Context: an optimization exercise on an open-source flow, tuned for small area. The choices shown serve that exercise and are no tape-out recipe.
In this exercise RTL edits were held to simulation tests only and were not proved equivalent to the original.
No activity file was given, so power comes from the tool's default toggle rates.

## JK
==> flow/design.v (excerpt) <==
module q100_core
(
    input clk,
    input rst,
    output [12-1:0] itcm_addr_o,
    input  [32-1:0] itcm_din_i,
    output [17-1:0] dtcm_addr_o,
    output [4-1:0]       dtcm_we_o,
    output [32-1:0] dtcm_dout_o,
    input  [32-1:0] dtcm_din_i,
    output                        done_intr_o
);
localparam [6:0] OP_LUI   = 7'b0110111;
localparam [6:0] OP_AUIPC = 7'b0010111;
localparam [6:0] OP_JAL   = 7'b1101111;
localparam [6:0] OP_JALR  = 7'b1100111;
localparam [6:0] OP_BR    = 7'b1100011;
localparam [6:0] OP_LD    = 7'b0000011;
localparam [6:0] OP_ST    = 7'b0100011;
localparam [6:0] OP_IMM   = 7'b0010011;
localparam [6:0] OP_OP    = 7'b0110011;
localparam [6:0] OP_SYS   = 7'b1110011;
logic [31:0] pc, pc_d, instr_d;           
logic [31:0] d_ins, d_pc;                 
logic [31:0] e_ins, e_pc;                 
logic [31:0] e_xa, e_xb;                  
logic        e_bub;                       
logic        x_vld;                       
logic [31:0] x_tgt;
logic [2:0]  x_bd;
logic [31:0] x_res, x_rs2v;
logic        x_wb, x_ld, x_we0, x_we1, x_we23, x_csrw, x_csrv;
logic        f_ax, f_aw, f_bx, f_bw;     
logic [4:0]  x_rd;
logic        m_wb, m_ld, m_csrw, m_csrv;  
logic [31:0] m_res;
logic [4:0]  m_rd;
logic [31:0] rf [1:31];
logic        done;
logic keep;
wire [31:0] fa = x_vld ? x_tgt : pc;
assign itcm_addr_o = fa[12-1:0];
wire [31:0] fa4;
wire [32:2] inc_c;
assign fa4[1:0] = fa[1:0];
assign inc_c[2] = 1'b1;
generate
    for (genvar i = 2; i < 32; i++) begin : g_inc
        q100_ha u_ha(.a(fa[i]), .b(inc_c[i]), .s(fa4[i]), .co(inc_c[i + 1]));
    end
endgenerate
always_ff @(posedge clk) begin
    if (rst) pc <= 0;
    else if (!(keep | done)) pc <= fa4;
    pc_d <= fa;
    if (rst || pc_d != pc) instr_d <= itcm_din_i;
end
wire [31:0] instr = (pc_d == pc) ? instr_d : itcm_din_i;
always_ff @(posedge clk) begin
    if (rst) d_ins <= 0;
    else if (!keep) d_ins <= instr;
    if (!keep) d_pc <= pc_d;
end
function automatic logic rs1_none(input logic [6:0] op);
    rs1_none = (op == OP_LUI) | (op == OP_AUIPC) | (op == OP_JAL);
endfunction
  ...
clock: 10.0 ns
lec_check: 0
cap_margin: 20
core_margin: 2
core_utilization: 40
cts_cluster_diameter: 90
cts_cluster_size: 26
slew_margin: 20
synth_hierarchical: 1
synth_minimum_keep_size: 0
run.sh (not shown) runs the stock make flow with config.mk's settings and CLKGATE_MAP_FILE= SYNTH_SCRIPT=/design/flow/synth_recipe.tcl, a recipe that flattens the netlist after the stock synthesis.
JK did not stop at any stage, and its layout met the timing, design-rule and antenna checks.
Inputs modified between JK and MS:
- CTS_CLUSTER_SIZE: 26 -> unset
- CTS_CLUSTER_DIAMETER: 90 -> unset
Findings:
- Worst clock skew on the final layout on MS is ahead of JK.
- Sort MS and JK by net count reported at finish, descending, and MS comes first.
- Compared with JK, MS shows design area higher by 3.4%.
- Switching power summed over all nets (MS over JK): increase, 3.9%
- Between JK and MS, core utilization increased.
### MS -> AL
- CTS_CLUSTER_DIAMETER newly set to 80
- CTS_CLUSTER_SIZE newly set to 20
--- outcome ---
On AL: layout overhead on the synthesized area is 3.4 points lower than what MS gave. For via count normalized by instance count, AL and MS come out practically identical. Having completed the whole flow, AL delivered a layout that passed the timing, design-rule and antenna checks. On relative area of non-clock buffer cells in the final design, AL tracks MS almost exactly.

* * *

quartz:
Starting RTL as in the previous note.
Settings: LEC_CHECK=0, CAP_MARGIN=20, CORE_MARGIN=2, CORE_UTILIZATION=40, CTS_CLUSTER_DIAMETER=100, CTS_CLUSTER_SIZE=28, SLEW_MARGIN=20, SYNTH_HIERARCHICAL=1, SYNTH_MINIMUM_KEEP_SIZE=0; clock period 10.0 ns.
quartz completed every stage of the flow, and the final layout passed the timing, design-rule and antenna checks.
The following lists how maple was set up differently from quartz:
Settings: changing CTS_CLUSTER_DIAMETER from 100 to 90; changing CTS_CLUSTER_SIZE from 28 to 24.
### Flow results
Per the comparison of maple with quartz, maximum number of pins on one net before global-route repair roughly the same, met3 usage in global routing went up. Routed wire length delta (quartz -> maple): insignificant.
For onyx, these inputs were changed with respect to maple:
Settings: swapping 24 for 20 in CTS_CLUSTER_SIZE; swapping 40 for 50 in CORE_UTILIZATION; swapping 90 for 80 in CTS_CLUSTER_DIAMETER.
## What came out
onyx ran to completion and came out clean on the timing, design-rule and antenna checks. The lower detailed-routing iteration count for the pre-antenna-repair pass of maple and onyx is in onyx. onyx vs. maple: total power +about 2.2%, core utilization +11 points.

## static timing again, ports no longer ideal
The flow's constraints put no driver on any port. The routed layouts listed below were extracted and timed again, unchanged, in two steps.
Step 1 assumes that a clkbuf_16 drives the clock port and a buf_2 every other input.
Step 2 moves the port delays by t, midway between the first and last clock arrival at a register: inputs arrive t later, outputs are due t later. That takes back most of the time a late clock gives input paths.
Slacks: no drivers / after step 1 / after step 2; pairs: no drivers / after step 1.
run | shift t [ns] | slack for setup (ns) | worst slew at a driven data input, ns
JK | 0.805 | 0.801 / 0.864 / 0.059 | 0.06
MS | 0.881 | 0.812 / 0.861 / -0.020 | 0.06
AL | 0.788 | 0.850 / 0.891 / 0.103 | 0.07
quartz | 0.839 | 0.834 / 0.899 / 0.061 | 0.07
maple | 0.798 | 0.780 / 0.829 / 0.031 | 0.07
onyx | 0.791 | 0.546 / 0.586 / -0.205 | 0.05
With both steps, setup timing fails in MS and onyx, where it was met with ideal ports. For MS, which loses most, drivers alone change the setup slack by +0.049 ns; drivers and shift together by -0.832 ns.
